What follows belongs to an exercise in optimizing a design on an open flow for small area; a production flow would make more cautious choices.
Only simulation tests tie the RTL to the original design; equivalence was not proved.
No activity file was given, so power comes from the tool's default toggle rates.

File: config.mk
export PLATFORM = sky130hd
export DESIGN_NAME = my_fifo
export DESIGN_NICKNAME = my_fifo
export VERILOG_FILES = /design/flow/design.v
export SDC_FILE = /design/flow/constraint.sdc
export NUM_CORES = 4
export LEC_CHECK = 0
export CAP_MARGIN = 20
export CORE_MARGIN = 2
export CORE_UTILIZATION = 40
export CTS_BUF_LIST = sky130_fd_sc_hd__clkbuf_16
export CTS_CLUSTER_DIAMETER = 100
export CTS_CLUSTER_SIZE = 24
export SLEW_MARGIN = 20
export SYNTH_HIERARCHICAL = 1
File: constraint.sdc
create_clock -name core_clock -period 5.0 [get_ports {clk}]
set_input_delay 1.0000 -clock core_clock [delete_from_list [all_inputs] [get_ports {clk}]]
set_output_delay 1.0000 -clock core_clock [all_outputs]
set_load 0.01 [all_outputs]
File: design.v
module my_fifo #(
                   parameter DATA_W           = 128      ,         
                   parameter DEPTH            = 10      ,         
                   parameter UPP_TH           = 4      ,         
                   parameter LOW_TH           = 2                
                )
                (
                   input                   clk         ,         
                   input                   rstn        ,         
                   input                   i_wren      ,         
                   input  [DATA_W - 1 : 0] i_wrdata    ,         
                   output                  o_alm_full  ,         
                   output                  o_full      ,         
                   input                   i_rden      ,         
                   output [DATA_W - 1 : 0] o_rddata    ,         
                   output                  o_alm_empty ,         
                   output                  o_empty               
                );
localparam NB = DEPTH - 1;                        
localparam CW = $clog2(DEPTH + 1);                
logic [CW - 1     : 0] dcount_rg ;                
logic [NB - 1     : 0] wrsel_rg  ;                
logic [NB - 1     : 0] rdsel_rg  ;                
logic [NB - 1     : 0] pol_rg    ;                
logic [DATA_W - 1 : 0] head_rg   ;                
logic                  headpol_rg;                
wire full_s   = (dcount_rg == DEPTH);
wire empty_s  = (dcount_rg == 0);
wire one_s    = (dcount_rg == 1);
wire wren_s   = i_wren & ~full_s;
wire rden_s   = i_rden & ~empty_s;
wire head_d_s = wren_s & (empty_s | (one_s & rden_s));    
wire head_b_s = rden_s & ~empty_s & ~one_s;              
wire head_h_s = ~(head_d_s | head_b_s);                  
wire bwr_s    = wren_s & ~head_d_s;                      
always @ (posedge clk) begin
   if (!rstn) begin
      dcount_rg <= 0;
      wrsel_rg  <= 1;
      rdsel_rg  <= 1;
   end
   else begin
      if (bwr_s)    wrsel_rg <= {wrsel_rg[NB - 2 : 0], wrsel_rg[NB - 1]};
      if (head_b_s) rdsel_rg <= {rdsel_rg[NB - 2 : 0], rdsel_rg[NB - 1]};
      if (wren_s && !rden_s)      dcount_rg <= dcount_rg + 1;
      else if (!wren_s && rden_s) dcount_rg <= dcount_rg - 1;
   end
end
wire [NB - 1 : 0] bwrsel_s   = {NB{bwr_s}} & wrsel_rg;        
wire [NB - 1 : 0] head_bsel_s = {NB{head_b_s}} & rdsel_rg;     
always @ (posedge clk) begin
   pol_rg <= bwrsel_s | ~pol_rg;
   if (head_b_s)      headpol_rg <= |(rdsel_rg & pol_rg);
   else if (head_d_s) headpol_rg <= 1'b0;
end
genvar g;
generate
   for (g = 0; g < NB; g++) begin : g_word
      logic [DATA_W - 1 : 0] data_rg;
      logic [DATA_W - 1 : 0] next_s;
      wire we_s   = bwrsel_s[g];
      wire hold_s = ~we_s;
      my_fifo_oai22 #(.W(DATA_W)) u_next (.a(i_wrdata), .an(hold_s), .b(data_rg), .bn(we_s), .y(next_s));
      always @ (posedge clk)
         data_rg <= next_s;
   end
endgenerate
logic [DATA_W - 1 : 0] head_next_s;
genvar b;
generate
   for (b = 0; b < DATA_W; b++) begin : g_bit
      logic [2 : 0] grp_n;
      my_fifo_aoi222 u_g0 (.a({g_word[0].data_rg[b], g_word[1].data_rg[b], g_word[2].data_rg[b]}),
                           .s(head_bsel_s[2 : 0]), .y(grp_n[0]));
      my_fifo_aoi222 u_g1 (.a({g_word[3].data_rg[b], g_word[4].data_rg[b], g_word[5].data_rg[b]}),
                           .s(head_bsel_s[5 : 3]), .y(grp_n[1]));
      my_fifo_aoi222 u_g2 (.a({g_word[6].data_rg[b], g_word[7].data_rg[b], g_word[8].data_rg[b]}),
                           .s(head_bsel_s[8 : 6]), .y(grp_n[2]));
      my_fifo_tail   u_t  (.g(grp_n), .a({i_wrdata[b], head_rg[b]}), .s({head_d_s, head_h_s}), .y(head_next_s[b]));
   end
endgenerate
always @ (posedge clk)
   head_rg <= head_next_s;
assign o_full      = full_s;
assign o_empty     = empty_s;
assign o_alm_full  = (dcount_rg > UPP_TH);
assign o_alm_empty = (dcount_rg < LOW_TH);
my_fifo_xor #(.W(DATA_W)) u_out (.a(head_rg), .s(headpol_rg), .y(o_rddata));
endmodule
module my_fifo_oai22 #(parameter W = 1) (input [W - 1 : 0] a, input an, input [W - 1 : 0] b, input bn, output [W - 1 : 0] y);
   assign y = ~((a | {W{an}}) & (b | {W{bn}}));
endmodule
module my_fifo_xor #(parameter W = 1) (input [W - 1 : 0] a, input s, output [W - 1 : 0] y);
   assign y = a ^ {W{s}};
endmodule
module my_fifo_aoi222 (input [2 : 0] a, input [2 : 0] s, output y);
   assign y = ~((a[0] & s[2]) | (a[1] & s[1]) | (a[2] & s[0]));
endmodule
module my_fifo_tail (input [2 : 0] g, input [1 : 0] a, input [1 : 0] s, output y);
   assign y = ~(g[0] & g[1] & g[2] & ~((a[0] & s[0]) | (a[1] & s[1])));
endmodule
File: flow/run.sh
#!/bin/bash
# The standard layout, with each port buffered by the smallest buffer (buf_1)
# instead of the cell buffer_ports picks by default. ORFS writes each step's
# full log under orfs/logs/; make's own output goes to standard.log.
set -euo pipefail
export BUFFER_PORTS_ARGS="-buffer_cell sky130_fd_sc_hd__buf_1"
bash standard.sh > standard.log 2>&1
File: standard.sh
#!/bin/bash
# synth_recipe.tcl (not shown) runs the flow's synth.tcl, then flattens the netlist and writes it again
# the make line also repeats each setting of config.mk as NAME=value (left out here)
make -C /OpenROAD-flow-scripts/flow DESIGN_CONFIG=/design/flow/config.mk WORK_HOME=/design/flow/orfs CLKGATE_MAP_FILE= SYNTH_SCRIPT=/design/flow/synth_recipe.tcl "${@:-finish}"
==> notes.md <==
power groups by stage:
stage	registers, mW	clock network [mW]	logic [mW]
after floorplan	14.5	0	5.68
after global routing	15.2	5.92	9.10
final	14.9	5.48	8.43
after CTS	14.9	5.58	8.37
after global placement	15.1	0	8.14
after detailed placement	15.1	0	8.37
metal layers:
metal | track usage, % | vias up | share of wire (%) | routed length (um)
met3 | 4.71 | 237 | 9.8 | 14700
met2 | 39.6 | 1919 | 44 | 66900
met1 | 36.8 | 17500 | 44 | 65800
li1 | - | 15500 | - | -
met4 | 7.52 | 16 | 2.1 | 3190
met5 | 0 | - | 0.072 | 109
area by class of cell:
| cell class | count | area (um2) |
|---|---|---|
| Multi-Input combinational cell | 2023 | 14700 |
| Clock inverter | 4 | 32.5 |
| Fill cell | 10100 | 61200 |
| Antenna cell | 12 | 30.0 |
| Clock buffer | 62 | 1550 |
| Sequential cell | 1312 | 26300 |
| Timing Repair Buffer | 329 | 1860 |
| Tap cell | 1403 | 1760 |
| Inverter | 14 | 97.6 |
sequential cells by signal, summed over array words and instances (netlist names):
name	count
pol_rg	9
wrsel_rg	9
headpol_rg	1
g_word.data_rg	1152
dcount_rg	4
rdsel_rg	9
head_rg	128
per-module statistics from Yosys (local to each module, per instance), excerpt:
module          copies in the design  cells inside  flip-flops and latches
my_fifo                            1          1434                    1312
my_fifo_tail                     128             2                       0
my_fifo_aoi222                   384             1                       0
kinds of logic (layout without fill, tap and decap cells):
group           count (synthesis)  in the layout
fa+ha+maj                       6              6
other cells                     0             12
xor+xnor                      131            131
flops                        1312           1312
buf+inv                       285            409
mux                             1              1
simple gates                  190            190
compound gates               1695           1695
per-stage QoR:
step / area, um2 / power, mW
after floorplan: 43500 / 20.2
after detailed placement: 44700 / 23.5
after CTS: 46300 / 28.9
after global placement: 44700 / 23.3
final: 46300 / 28.9
after global routing: 46300 / 30.3
critical path: stages, from the launching register on:
cell      delay, ns
edfxtp_1       0.42
buf_12         0.67
xor2_1         0.49
buf_1          0.21
synth_stat cells, types with 2 or more instances:
| cell | number |
|---|---|
| ha_1 | 6 |
| o22ai_1 | 1152 |
| nand4_1 | 129 |
| buf_2 | 29 |
| nor3_1 | 2 |
| o21ai_0 | 2 |
| buf_6 | 119 |
| nand3b_1 | 2 |
| dfxtp_1 | 1311 |
| a21boi_1 | 9 |
| xor2_1 | 130 |
| clkbuf_1 | 2 |
| and2_1 | 21 |
| o21a_1 | 8 |
| a22oi_1 | 129 |
| inv_2 | 9 |
| nand2_1 | 29 |
| a222oi_1 | 385 |
| buf_4 | 108 |
| inv_1 | 5 |
| nor2_1 | 2 |
| buf_12 | 13 |
final timing paths:
kind                 from      endpoint  cells after the start
max            headpol_rg  o_rddata[68]                      3
min             pol_rg[8]     pol_rg[8]                      1
max reg2reg  dcount_rg[0]  head_rg[121]                      8
min reg2reg     pol_rg[8]     pol_rg[8]                      1
==> impl_metrics.py <==
metrics = {
    "clock_network": {
        "clock-root-buffer": "clkbuf_16",
        "clockBufferDepth": 3,
        "clkTransAtPathRegs_ns": 0.10,
        "h-tree-depth": 2,
        "post_cts_resized": 0,
        "clock_latency_ns": 0.71,
        "numCtsBuffers": 60,
        "ctsHoldBuffers": 0,
        "cts.sinks": 1312,
        "post_cts_buffers": 0,
        "cts_tree": "done",
    },
    "detailed_routing": {
        "vias": 35200,
        "routed_wl_mm": 151,
        "drtIter0Drc": 5072,
        "avgViaCountPerCell": 6.82,
        "firstDrtPassIters": 10,
        "drtAntennaViolNets": 0,
        "drc": 0,
        "post_drt_wl_per_cell_um": 29.2,
    },
    "logic_synthesis": {
        "async_reset_ff_share_pct": 0,
        "synth_edf_count": 1,
        "synth_fa_ha_area_share_pct": 0.173,
        "ys_seq_area_share_pct": 60.4,
        "synth_area_leaders": "dfxtp_1, o22ai_1, a222oi_1",
        "synth_top_family_by_area": "compound AO/OA/AOI/OAI gates",
        "yosys-mux-area-fraction_pct": 0.0230,
        "synth_simple_gate_area_share_pct": 2.57,
        "synth-xor-area-share_pct": 2.64,
        "yosys.area.top_type": "dfxtp_1",
        "syn_area_per_cell_um2": 12.0,
        "synth-compound-area-share_pct": 28.2,
        "synth_top_area_share_pct": 60.3,
        "ys_warn_count": 7,
        "synth_fp_nets": 3758,
        "synth-main-ff-cell": "dfxtp_1",
        "netlist_instances": 3620,
        "syn_area_um2": 43500,
        "yosysUniqueCellTypes": 40,
        "synth_seq_cells": 1312,
    },
    "timing": {
        "min_period_over_period_pct": 71.6,
        "setup_viol": 0,
        "hold_slack_ns": 0.391,
        "maxSlewViolCount": 0,
        "rsz0062_at_grt": "false",
        "fin_ws_ns": 1.42,
        "finalHoldViolations": 0,
        "skew_ns": 0.0341,
        "worst_slew_pin_slew_ns": 1.26,
        "slew_headroom_pct": 16.1,
        "min_period_ns": 3.58,
        "fin_setup_tns_ns": 0,
        "max_freq_ghz": 0.279,
    },
    "layout": {
        "drive_gt1_share_pct": 4.38,
        "fin_cells": 5159,
        "nets": 3878,
        "area_growth_pct": 6.52,
        "layout_common_cells": "dfxtp_1, o22ai_1, a222oi_1, buf_1, xor2_1",
        "final_core_util_pct": 43.1,
        "final_common_cell": "dfxtp_1",
    },
    "power_and_ir_drop": {
        "p_sw_mw": 10.3,
        "power_frac_clock_pct": 19.0,
        "pwr-share-comb_pct": 29.2,
        "p_leak_nw": 16.5,
        "p_int_mw": 18.5,
        "ir_drop_mv": 0.812,
        "swShare_pct": 35.8,
        "powerDensity_nw_per_um2": 623,
        "power_frac_seq_pct": 51.8,
    },
    "global_routing": {
        "grt_pass1_vias": 34100,
        "globalRouteTotalUtil_pct": 25.8,
        "antenna_found_initial": 20,
        "grt.overflow.total": 0,
        "grt_pass1_wl_mm": 224,
        "grt_max_degree": 131,
    },
    "placement": {
        "dp_hpwl_mm": 75.1,
        "io_buffers": 263,
        "numPlacedInstances": 5080,
        "place_ws_ns": 1.53,
        "gp_congestion": 0.746,
    },
    "die": {
        "dieArea_um2": 111000,
        "ios": 264,
        "start_util_pct": 40.5,
        "die_h_um": 334,
        "coreArea_um2": 108000,
        "rows": 120,
        "die_w_um": 334,
    },
    "run_status": {
        "status": "complete, no violations",
    },
    "worst_setup_path": {
        "critPathArrivalTime_ns": 2.58,
        "crit_required_ns": 4.00,
        "crit_type": "flop to primary output",
        "r2r_slack_ns": 1.65,
        "cp_max_fo": 106,
        "cp-start-kind": "flop",
        "cp-end-kind": "primary output",
    },
    "worst_hold_path": {
        "hold_path.class": "flop to flop",
    },
    "flow_run": {
        "cap_violations": 0,
    },
}

port drivers added, routing unchanged:
Ports are ideal in the flow. The routed layout listed here was re-timed in OpenROAD.
Step 1: set_driving_cell puts a clkbuf_16 on clk and a buf_2 on each other input, an assumption about the parent block.
Step 2 moves the port delays by t, midway between the first and last clock arrival at a register: inputs arrive t later, outputs are due t later. That takes back most of the time a late clock gives input paths.
a / b / c = no drivers / after step 1 / after step 2; a / b = the first two.
t, ns: 0.770
setup WS [ns]: 1.421 / 1.347 / 1.399
hold slack, ns: 0.391 / 0.391 / 0.391
worst data-port slew with drivers (ns): 0.15
cell pins on the clock port's net: 1
After both steps this run still meets setup and hold. For this run, drivers alone change the setup slack by -0.074 ns; drivers and shift together by -0.022 ns.
